What follows belongs to an exercise in optimizing a design on an open flow for small area; a production flow would make more cautious choices.
Function was checked by simulation only, so behaviour that the tests miss may differ from the original.
The clock input has no modelled driver; a real chip could not lean on it and would need a root buffer or a full tree.
Power is estimated from default activity; no workload was simulated.

Setup of run A:
==> flow/design.v <==
module audiothrough(
    clk,
    rst,
    adc_cs,
    adc_clk,
    adc_din,
    adc_dout,
    dac_cs,
    dac_clk,
    dac_sdi,
    data_out,
    x0,
    x0_neg,
    x1,
    x1_neg,
    x2,
    x2_neg,
    y1,
    y1_neg,
    y2,
    y2_neg
);
output adc_cs, adc_clk, adc_din, dac_cs, dac_clk, dac_sdi;
input clk, rst, adc_dout, x0_neg, x1_neg, x2_neg, y1_neg, y2_neg;
input [16:0] x0, x1, x2, y1, y2;
output [9:0] data_out;
reg [4:0] c;
reg [4:0] r;     
reg act;         
wire [10:0] t_inc = {1'b0, r, c} + 11'd1;
wire frame_end = t_inc[10];      
always @ (posedge clk)
    if (rst) begin
        {r, c} <= 10'd320;
        act <= 0;
    end else begin
        {r, c} <= frame_end ? 10'd320 : t_inc[9:0];
        if (frame_end)
            act <= 1;
    end
wire busy = act && r <= 26;      
assign adc_clk = c[4];
assign dac_clk = c[4];
assign adc_cs = !busy;
assign dac_cs = !busy;
assign adc_din = act && r == 10;
reg [9:0] dout_r;
assign data_out = dout_r;
reg dbit;
always @ (*)
    case (r)
        5'd14: dbit = dout_r[9];
        5'd15: dbit = dout_r[8];
        5'd16: dbit = dout_r[7];
        5'd17: dbit = dout_r[6];
        5'd18: dbit = dout_r[5];
        5'd19: dbit = dout_r[4];
        5'd20: dbit = dout_r[3];
        5'd21: dbit = dout_r[2];
        5'd22: dbit = dout_r[1];
        5'd23: dbit = dout_r[0];
        5'd12, 5'd13: dbit = 1'b1;
        default: dbit = 1'b0;
    endcase
assign dac_sdi = act && dbit;
reg [16:0] coef;
reg neg, vsel, bsel_a, bsel_b, wr_a, wr_b, swp, op;
always @ (*) begin
    coef = x0; neg = x0_neg; vsel = 0; bsel_a = 0; bsel_b = 0;
    wr_a = 0; wr_b = 0; swp = 0; op = 1;
    case (r)             
        5'd27: begin coef = x0; neg = x0_neg; bsel_a = 1; wr_a = 1; end
        5'd28: begin coef = x1; neg = x1_neg; bsel_b = 1; wr_b = 1; end
        5'd29: begin coef = x0; neg = x0_neg; bsel_b = 1; wr_b = 1; end
        5'd30: begin coef = y1; neg = y1_neg; vsel = 1; bsel_b = 1; wr_b = 1; end
        5'd31: begin coef = y2; neg = y2_neg; vsel = 1; wr_a = 1; end
        5'd10: begin coef = x2; neg = x2_neg; bsel_a = 1; wr_a = 1; end
        5'd11: begin coef = x0; neg = !x0_neg; bsel_b = 1; wr_a = 1; swp = 1; end
        default: op = 0;
    endcase
end
reg [3:0] q;
reg pa, pw;
wire start = q == 10 && ((op && c <= 9) || (r == 27 && c == 31));
always @ (posedge clk)
    if (rst) begin
        q <= 7;
        pa <= 0;
        pw <= 0;
    end else begin
        q <= (q == 10) ? 4'd0 : q + 1;
        pa <= start || (pa && q != 9);
        pw <= (pa && q == 9) || (pw && q != 8);
    end
wire clr = pa && q == 0;
reg [10:0] rx, ra, rb;
reg [16:0] acc;
reg cy;
wire vbit = pa && (vsel ? ra[10] : rx[0]);
wire [16:0] acc_in = {acc[16:5], clr ? 5'd0 : acc[4:0]};
wire [16:0] addend = vbit ? coef : 17'd0;
wire [17:0] s;
wire [17:0] ca;
assign ca[0] = 1'b0;
genvar gi;
generate
    for (gi = 0; gi < 17; gi = gi + 1) begin : fa
        assign s[gi] = acc_in[gi] ^ addend[gi] ^ ca[gi];
        assign ca[gi+1] = (acc_in[gi] & addend[gi]) | (acc_in[gi] & ca[gi]) | (addend[gi] & ca[gi]);
    end
endgenerate
assign s[17] = ca[17];
wire p = s[0] ^ neg;
wire base = (bsel_a && ra[0]) || (bsel_b && rb[0]);
wire sum = base ^ p ^ cy;
wire cap = c == 31 && r >= 17 && r <= 26;    
always @ (posedge clk) begin
    acc <= s[17:1];
    cy <= pw ? (base & p | base & cy | p & cy) : neg;
    rx <= {act && (cap ? adc_dout : rx[0]), rx[10:1]};
    ra <= {act && (pw && wr_a ? sum : ra[0]), ra[10:1]};
    rb <= {act && (pw && wr_b ? sum : (pw && swp ? ra[0] : rb[0])), rb[10:1]};
end
always @ (posedge clk)
    if (rst)
        dout_r <= 0;
    else if (r == 31 && c == 15)
        dout_r <= {rb[7:0], rb[10], rb[9]};
endmodule
export LEC_CHECK = 0
export CAP_MARGIN = 0
export CORE_MARGIN = 2
export CORE_UTILIZATION = 40
export SLEW_MARGIN = 0
create_clock -name core_clock -period 20.0 [get_ports {clk}]
standard.sh (not shown) runs the stock make flow with config.mk's settings and CLKGATE_MAP_FILE= SYNTH_SCRIPT=/design/flow/synth_recipe.tcl, a recipe that flattens the netlist after the stock synthesis.
==> flow/flow/run.sh <==
#!/bin/bash
# The standard layout (standard.sh), run on a copy of ORFS's scripts
# with these changes to how the layout is made:
#  - synthesis maps logic with an area-oriented ABC script (flow/abc.script)
#    in place of abc_speed.script, and buffers pass-through wires with
#    buf_1 in place of buf_4; the rest of the synthesis script is ORFS's
#    own, so registers and names are those of standard synthesis;
#  - each port is buffered by the smallest buffer cell (buf_1);
#  - right after the ports are buffered, each net that a logic cell drives
#    into 12 or more loads gets one buf_1 (flow/buffer_fanout.tcl), so that
#    repair_design need not upsize its driver;
#  - the clock tree is built by flow/manual_cts.tcl in place of
#    clock_tree_synthesis: the clock port drives three clkbuf_16 cells,
#    each driving the clock pins of one group of nearby registers.  The
#    rest of ORFS's CTS step (placement legalisation, timing repair) runs
#    as usual.
# Each step's full output is in orfs/logs/; make's own output is in
# flow.log.
set -euo pipefail
here=$(pwd)
rm -rf "$here/orfs_scripts"
cp -r "$FLOW_HOME/scripts" "$here/orfs_scripts"
cp "$here/flow/abc.script" "$here/orfs_scripts/abc_speed.script"
python3 - "$here/orfs_scripts" "$here/flow" <<'PY'
import sys
scripts, flow = sys.argv[1], sys.argv[2]
def edit(name, old, new):
    path = scripts + "/" + name
    s = open(path).read()
    assert s.count(old) == 1, (name, old)
    open(path, "w").write(s.replace(old, new))
edit("cts.tcl", "log_cmd clock_tree_synthesis {*}$cts_args",
     "source " + flow + "/manual_cts.tcl\nmanual_cts 3 sky130_fd_sc_hd__clkbuf_16")
edit("synth.tcl", "insbuf -buf {*}$::env(MIN_BUF_CELL_AND_PORTS)",
     "insbuf -buf sky130_fd_sc_hd__buf_1 A X")
edit("global_place.tcl", "buffer_ports {*}[env_var_or_empty BUFFER_PORTS_ARGS]",
     "buffer_ports {*}[env_var_or_empty BUFFER_PORTS_ARGS]\n    source " + flow
     + "/buffer_fanout.tcl\n    buffer_high_fanout 12 sky130_fd_sc_hd__buf_1")
PY
export SCRIPTS_DIR="$here/orfs_scripts"
export BUFFER_PORTS_ARGS="-buffer_cell sky130_fd_sc_hd__buf_1"
bash standard.sh > flow.log 2>&1
Other scripts of this flow, unchanged in this note and not shown: flow/flow/abc.script, flow/flow/buffer_fanout.tcl, flow/flow/manual_cts.tcl
The following lists how run B was set up differently from run A:
==> flow/design.v <==
module audiothrough(
    clk,
    rst,
    adc_cs,
    adc_clk,
    adc_din,
    adc_dout,
    dac_cs,
    dac_clk,
    dac_sdi,
    data_out,
    x0,
    x0_neg,
    x1,
    x1_neg,
    x2,
    x2_neg,
    y1,
    y1_neg,
    y2,
    y2_neg
);
output adc_cs, adc_clk, adc_din, dac_cs, dac_clk, dac_sdi;
input clk, rst, adc_dout, x0_neg, x1_neg, x2_neg, y1_neg, y2_neg;
input [16:0] x0, x1, x2, y1, y2;
output [9:0] data_out;
reg [4:0] c;
reg [4:0] row;
reg act;         
always @ (posedge clk)
    if (rst) begin
        {row, c} <= 0;
        act <= 0;
    end else begin
        {row, c} <= ({row, c} == 10'd703) ? 10'd0 : {row, c} + 10'd1;
        if ({row, c} == 10'd703)
            act <= 1;
    end
wire busy = act && row <= 16;
assign adc_clk = c[4];
assign dac_clk = c[4];
assign adc_cs = !busy;
assign dac_cs = !busy;
assign adc_din = act && row == 0;
reg [9:0] dout_r;
assign data_out = dout_r;
reg dbit;
always @ (*)
    case (row)
        5'd4: dbit = dout_r[9];
        5'd5: dbit = dout_r[8];
        5'd6: dbit = dout_r[7];
        5'd7: dbit = dout_r[6];
        5'd8: dbit = dout_r[5];
        5'd9: dbit = dout_r[4];
        5'd10: dbit = dout_r[3];
        5'd11: dbit = dout_r[2];
        5'd12: dbit = dout_r[1];
        5'd13: dbit = dout_r[0];
        5'd2, 5'd3: dbit = 1'b1;
        default: dbit = 1'b0;
    endcase
assign dac_sdi = act && dbit;
reg [16:0] coef;
reg neg, vsel, bsel_a, bsel_b, wr_a, wr_b, swp, op;
always @ (*) begin
    coef = x0; neg = x0_neg; vsel = 0; bsel_a = 0; bsel_b = 0;
    wr_a = 0; wr_b = 0; swp = 0; op = 1;
    case (row)
        5'd17: begin coef = x0; neg = x0_neg; bsel_a = 1; wr_a = 1; end
        5'd18: begin coef = x1; neg = x1_neg; bsel_b = 1; wr_b = 1; end
        5'd19: begin coef = x0; neg = x0_neg; bsel_b = 1; wr_b = 1; end
        5'd20: begin coef = y1; neg = y1_neg; vsel = 1; bsel_b = 1; wr_b = 1; end
        5'd21: begin coef = y2; neg = y2_neg; vsel = 1; wr_a = 1; end
        5'd0:  begin coef = x2; neg = x2_neg; bsel_a = 1; wr_a = 1; end
        5'd1:  begin coef = x0; neg = !x0_neg; bsel_b = 1; wr_a = 1; swp = 1; end
        default: op = 0;
    endcase
end
reg [3:0] q;
reg pa, pw;
wire start = q == 10 && ((op && c <= 9) || (row == 17 && c == 31));
always @ (posedge clk)
    if (rst) begin
        q <= 7;
        pa <= 0;
        pw <= 0;
    end else begin
        q <= (q == 10) ? 4'd0 : q + 1;
        pa <= start || (pa && q != 9);
        pw <= (pa && q == 9) || (pw && q != 8);
    end
wire clr = pa && q == 0;
reg [10:0] rx, ra, rb;
reg [16:0] acc;
reg cy;
wire vbit = pa && (vsel ? ra[10] : rx[0]);
wire [16:0] acc_in = {acc[16:5], clr ? 5'd0 : acc[4:0]};
wire [16:0] addend = vbit ? coef : 17'd0;
wire [17:0] s;
wire [17:0] ca;
assign ca[0] = 1'b0;
genvar gi;
generate
    for (gi = 0; gi < 17; gi = gi + 1) begin : fa
        assign s[gi] = acc_in[gi] ^ addend[gi] ^ ca[gi];
        assign ca[gi+1] = (acc_in[gi] & addend[gi]) | (acc_in[gi] & ca[gi]) | (addend[gi] & ca[gi]);
    end
endgenerate
assign s[17] = ca[17];
wire p = s[0] ^ neg;
wire base = (bsel_a && ra[0]) || (bsel_b && rb[0]);
wire sum = base ^ p ^ cy;
wire cap = c == 31 && row >= 7 && row <= 16;
always @ (posedge clk) begin
    acc <= s[17:1];
    cy <= pw ? (base & p | base & cy | p & cy) : neg;
    rx <= {act && (cap ? adc_dout : rx[0]), rx[10:1]};
    ra <= {act && (pw && wr_a ? sum : ra[0]), ra[10:1]};
    rb <= {act && (pw && wr_b ? sum : (pw && swp ? ra[0] : rb[0])), rb[10:1]};
end
always @ (posedge clk)
    if (rst)
        dout_r <= 0;
    else if (row == 21 && c == 15)
        dout_r <= {rb[7:0], rb[10], rb[9]};
endmodule
- Run B vs. run A: final standard cell area without fillers saw little to no change, first-pass GRT wire length did not really move, part of the power in the clock network now sits lower.
- Run B vs run A, global-route usage went up by 0.37 points.
- Sort run A and run B by worst setup slack, descending, and run B comes first.
- Delta (run B minus run A): sequential power saw little to no change, fraction of the cycle the final worst path needs saw a decrease, post-synthesis compound-gate area fraction saw an increase.
No run of this note takes its clock network from TritonCTS; it comes from the design's own scripts or RTL.

static timing again, ports no longer ideal:
The results above use ideal ports. As a check the final layouts listed here were re-extracted and re-timed, cells and wires unchanged.
Step 1, drivers: a clkbuf_16 drives clk and a buf_2 each remaining input, both assumed.
Step 2 moves the port delays by t, midway between the first and last clock arrival at a register: inputs arrive t later, outputs are due t later. That takes back most of the time a late clock gives input paths.
Three values: ideal, step 1, step 2; two values: the first two.
run	shift t [ns]	slack for setup (ns)	hold WS [ns]	worst setup path at the end	worst slew at a driven data input, ns
run A	0.224	9.093 / 9.136 / 8.912	0.330 / 0.330 / 0.330	input to register	0.04
run B	0.223	9.129 / 9.177 / 8.954	0.332 / 0.332 / 0.332	input to register	0.05
After both steps setup and hold are still met in every run listed. The setup slack of run A, which loses most, moves by +0.043 ns with the drivers and by -0.181 ns with both steps.
